This design comes from an exercise in tuning for small area on the open sky130 flow, not from production work. Only simulation tests tie the RTL to the original design; equivalence was not proved. Power figures rest on the tool's default switching activity, not on a simulated workload.

## Top_SR
module Top_SR(
    input clk_in,
    input rst,
    input [3:0] div,
    input start,
    input [170-1:0] din,
    input dout_sr,
    output clk_sr,
    output din_sr,
    output load_sr,
    output [170-1:0] dout
    );
clock: 5.0 ns
lec_check: 0
cap_margin: 20
core_margin: 2
core_utilization: 70
place_density: 0.8
slew_margin: 20
buffer_ports_args: -buffer_cell sky130_fd_sc_hd__buf_1
cts_args: -sink_clustering_enable -repair_clock_nets -dont_use_dummy_load -buf_list sky130_fd_sc_hd__clkbuf_16 -sink_clustering_size 30 -sink_clustering_max_diameter 80
standard.sh (not shown) runs the stock make flow with config.mk's settings and CLKGATE_MAP_FILE= SYNTH_SCRIPT=/design/flow/synth_recipe.tcl, a recipe that flattens the netlist after the stock synthesis.
==> flow/flow/run.sh <==
#!/bin/bash
cat >> "$FLOW_CONFIG" <<'EOC'
export BUFFER_PORTS_ARGS = -buffer_cell sky130_fd_sc_hd__buf_1
export CTS_ARGS = -sink_clustering_enable -repair_clock_nets -dont_use_dummy_load -buf_list sky130_fd_sc_hd__clkbuf_16 -sink_clustering_size 30 -sink_clustering_max_diameter 80
EOC
bash standard.sh > standard.log 2>&1
Change:
--- a/flow/config.mk
+++ b/flow/config.mk
@@ -8,6 +8,5 @@
 export CAP_MARGIN = 20
 export CORE_MARGIN = 2
-export CORE_UTILIZATION = 70
-export PLACE_DENSITY = 0.8
+export CORE_UTILIZATION = 40
 export SLEW_MARGIN = 20
 export BUFFER_PORTS_ARGS = -buffer_cell sky130_fd_sc_hd__buf_1
The changed run ran to the end with no violations.
Final cell count increases by 16%.
Wire length drops by 8.3%.
Critical path depth stays the same.
Sequential share of layout area decreases by 1.5 points.
Change:
--- a/flow/config.mk
+++ b/flow/config.mk
@@ -6,8 +6,9 @@
 export NUM_CORES = 4
 export LEC_CHECK = 0
-export CAP_MARGIN = 20
+export CAP_MARGIN = 0
 export CORE_MARGIN = 2
-export CORE_UTILIZATION = 40
-export SLEW_MARGIN = 20
+export CORE_UTILIZATION = 65
+export PLACE_DENSITY = 0.75
+export SLEW_MARGIN = 0
 export BUFFER_PORTS_ARGS = -buffer_cell sky130_fd_sc_hd__buf_1
 export CTS_ARGS = -sink_clustering_enable -repair_clock_nets -dont_use_dummy_load -buf_list sky130_fd_sc_hd__clkbuf_16 -sink_clustering_size 30 -sink_clustering_max_diameter 80
- The new run completed without violations
- fmax goes up by 2.0%
- routed wire length went down by 8.2%
- worst setup slack gets better by 0.079 ns
- die area went down by 38%
- area after synthesis stays the same
- synthesized cell count is unchanged
- cell area falls by 2.1%
- critical path depth is unchanged

========
zinc:
Another version of the RTL of Top_SR (not shown whole).
Size: roughly 770 cells after synthesis, roughly 360 flip-flops, roughly 350 I/O pins, roughly 0.014 mm^2 of cells after synthesis.
export LEC_CHECK = 0
export CAP_MARGIN = 20
export CORE_MARGIN = 2
export CORE_UTILIZATION = 40
export SLEW_MARGIN = 20
export BUFFER_PORTS_ARGS = -buffer_cell sky130_fd_sc_hd__buf_1
export CTS_ARGS = -sink_clustering_enable -repair_clock_nets -dont_use_dummy_load -buf_list {sky130_fd_sc_hd__clkbuf_4 sky130_fd_sc_hd__clkbuf_8} -sink_clustering_size 20
create_clock -name core_clock -period 5.0 [get_ports {clk_in}]
==> flow/flow/run.sh <==
#!/bin/bash
cat >> "$FLOW_CONFIG" <<'EOC'
export BUFFER_PORTS_ARGS = -buffer_cell sky130_fd_sc_hd__buf_1
export CTS_ARGS = -sink_clustering_enable -repair_clock_nets -dont_use_dummy_load -buf_list {sky130_fd_sc_hd__clkbuf_4 sky130_fd_sc_hd__clkbuf_8} -sink_clustering_size 20
EOC
bash standard.sh > standard.log 2>&1
Both conditions hold for zinc: the flow ran to the end and the final layout passed the timing, design-rule and antenna checks.
Here is what was changed in the inputs of xenon compared with zinc.
- changing CTS_ARGS from -sink_clustering_enable -repair_clock_nets -dont_use_dummy_load -buf_list {sky130_fd_sc_hd__clkbuf_4 sky130_fd_sc_hd__clkbuf_8} -sink_clustering_size 20 to -sink_clustering_enable -repair_clock_nets -dont_use_dummy_load
==> flow/flow/run.sh <==
#!/bin/bash
cp standard.sh standard_sh_copy.txt
cat >> "$FLOW_CONFIG" <<'EOC'
export BUFFER_PORTS_ARGS = -buffer_cell sky130_fd_sc_hd__buf_1
export CTS_ARGS = -sink_clustering_enable -repair_clock_nets -dont_use_dummy_load
EOC
bash standard.sh > standard.log 2>&1
==> run notes <==
Sort zinc and xenon by clock period minus worst slack asc -> top: xenon
For the reported net switching power, xenon came in 3.5% higher than zinc did.
Cmp zinc and xenon / wire length of the first global-routing pass / lower: zinc
zinc -> xenon: area of the multi-input gates delta 0, exact match
| via count | zinc vs xenon | ≈ equal |
The higher routed length per instance came out of xenon.
Worst hold slack: xenon lower than zinc
Wire length on met1 delta (zinc -> xenon): insignificant
Comparing xenon against zinc, there is no change at all in number of distinct library cells after synthesis.

========
== job 7870 ==
Top_SR with an RTL version that a note above also has.
For scale: ~810 cells after synthesis, roughly 360 flip-flops, ~13000 um2 of cells after synthesis.
==> flow/design.v (excerpt) <==
module Top_SR(
    input clk_in,
    input rst,
    input [3:0] div,
    input start,
    input [170-1:0] din,
    input dout_sr,
    output clk_sr,
    output din_sr,
    output load_sr,
    output [170-1:0] dout
    );
==> flow/config.mk <==
export PLATFORM = sky130hd
export DESIGN_NAME = Top_SR
export DESIGN_NICKNAME = Top_SR
export VERILOG_FILES = /design/flow/design.v
export SDC_FILE = /design/flow/constraint.sdc
export NUM_CORES = 4
export LEC_CHECK = 0
export CAP_MARGIN = 20
export CORE_MARGIN = 2
export CORE_UTILIZATION = 75
export PLACE_DENSITY = 0.85
export SLEW_MARGIN = 20
export BUFFER_PORTS_ARGS = -buffer_cell sky130_fd_sc_hd__buf_1
export CTS_ARGS = -sink_clustering_enable -repair_clock_nets -dont_use_dummy_load -buf_list sky130_fd_sc_hd__clkbuf_16 -sink_clustering_size 30 -sink_clustering_max_diameter 80
==> flow/constraint.sdc <==
create_clock -name core_clock -period 5.0 [get_ports {clk_in}]
set_input_delay 1.0000 -clock core_clock [delete_from_list [all_inputs] [get_ports {clk_in}]]
set_output_delay 1.0000 -clock core_clock [all_outputs]
set_load 0.01 [all_outputs]
==> flow/flow/run.sh <==
#!/bin/bash
cat >> "$FLOW_CONFIG" <<'EOC'
export BUFFER_PORTS_ARGS = -buffer_cell sky130_fd_sc_hd__buf_1
export CTS_ARGS = -sink_clustering_enable -repair_clock_nets -dont_use_dummy_load -buf_list sky130_fd_sc_hd__clkbuf_16 -sink_clustering_size 30 -sink_clustering_max_diameter 80
EOC
bash standard.sh > standard.log 2>&1
For job 7870, the flow was terminated by a tool error in detailed placement (3_5_place_dp) and produced no final design.
Here is what was changed in the inputs of job 8532 compared with job 7870.
Settings: a change of CAP_MARGIN from 20 to 0; a change of CORE_UTILIZATION from 75 to 65; a change of SLEW_MARGIN from 20 to 0; a change of CTS_ARGS from -sink_clustering_enable -repair_clock_nets -dont_use_dummy_load -buf_list sky130_fd_sc_hd__clkbuf_16 -sink_clustering_size 30 -sink_clustering_max_diameter 80 to -sink_clustering_enable -repair_clock_nets -dont_use_dummy_load -buf_list sky130_fd_sc_hd__clkbuf_16 -sink_clustering_size 35 -sink_clustering_max_diameter 60; a change of PLACE_DENSITY from 0.85 to 0.75.
==> flow/flow/run.sh <==
#!/bin/bash
cat >> "$FLOW_CONFIG" <<'EOC'
export BUFFER_PORTS_ARGS = -buffer_cell sky130_fd_sc_hd__buf_1
export CTS_ARGS = -sink_clustering_enable -repair_clock_nets -dont_use_dummy_load -buf_list sky130_fd_sc_hd__clkbuf_16 -sink_clustering_size 35 -sink_clustering_max_diameter 60
EOC
bash standard.sh > standard.log 2>&1
Findings:
- No stage failed in job 8532, and the final checks on the layout all came back clean.
- On y dimension of the die: job 8532 sits above job 7870.
- Comparing job 7870 against job 8532, there is no change at all in total standard cell area after synthesis.
- Detailed placer's ending HPWL (lower): job 8532
- Gate count of the mapped netlist: job 8532 vs job 7870 identical
- Going from job 7870 to job 8532, die width grew by a little under 10%.
The inputs of job 7404 differ from those of job 8532 as listed below.
Settings: changing CAP_MARGIN from 0 to 20; changing SLEW_MARGIN from 0 to 20; changing CTS_ARGS from -sink_clustering_enable -repair_clock_nets -dont_use_dummy_load -buf_list sky130_fd_sc_hd__clkbuf_16 -sink_clustering_size 35 -sink_clustering_max_diameter 60 to -sink_clustering_enable -repair_clock_nets -dont_use_dummy_load -buf_list sky130_fd_sc_hd__clkbuf_16 -sink_clustering_size 30 -sink_clustering_max_diameter 80.
==> flow/flow/run.sh <==
#!/bin/bash
cat >> "$FLOW_CONFIG" <<'EOC'
export BUFFER_PORTS_ARGS = -buffer_cell sky130_fd_sc_hd__buf_1
export CTS_ARGS = -sink_clustering_enable -repair_clock_nets -dont_use_dummy_load -buf_list sky130_fd_sc_hd__clkbuf_16 -sink_clustering_size 30 -sink_clustering_max_diameter 80
EOC
bash standard.sh > standard.log 2>&1
==> run notes <==
Relative to job 8532, via count of the first global-routing pass increased by 31 in job 7404. Where final critical-path required period is concerned, job 8532 is better than job 7404. Worst setup slack after layout on job 7404 is down relative to job 8532. On wire length, job 7404 tracks job 8532 almost exactly. On leakage power summed over all cells, job 7404 and job 8532 are basically level. The higher worst-case clock skew of job 7404 and job 8532 is in job 8532.

## port drivers added, routing unchanged
The results above use ideal ports. As a check the final layouts listed here were re-extracted and re-timed, cells and wires unchanged. Step 1 assumes that a clkbuf_16 drives the clock port and a buf_2 every other input. Step 2 also shifts input and output timing later by t, the mid clock arrival at the registers, as if the neighbouring blocks saw the same clock. Three values: ideal ports, drivers, drivers and shift; two values: the first two.
run | t (ns) | setup WS [ns] | worst setup path after step 2 | clock arrival spread, ns | worst slew at a driven data input, ns
the first run of note 1 | 0.524 | 1.004 / 1.004 / 0.608 | input to register | 0.061 / 0.061 | 0.11
the second run of note 1 | 0.528 | 1.031 / 1.031 / 0.670 | input to register | 0.067 / 0.067 | 0.08
the third run of note 1 | 0.522 | 1.110 / 1.110 / 0.647 | input to register | 0.052 / 0.052 | 0.11
zinc | 0.578 | 1.444 / 1.400 / 1.592 | input to register | 0.066 / 0.067 | 0.07
xenon | 0.537 | 1.482 / 1.432 / 1.599 | input to register | 0.066 / 0.066 | 0.07
job 8532 | 0.523 | 1.140 / 1.140 / 0.684 | input to register | 0.082 / 0.082 | 0.11
job 7404 | 0.522 | 1.108 / 1.108 / 0.674 | input to register | 0.053 / 0.053 | 0.11
After both steps setup and hold are still met in every run listed. The setup slack of the third run of note 1, which loses most, moves by 0.000 ns with the drivers and by -0.463 ns with both steps.
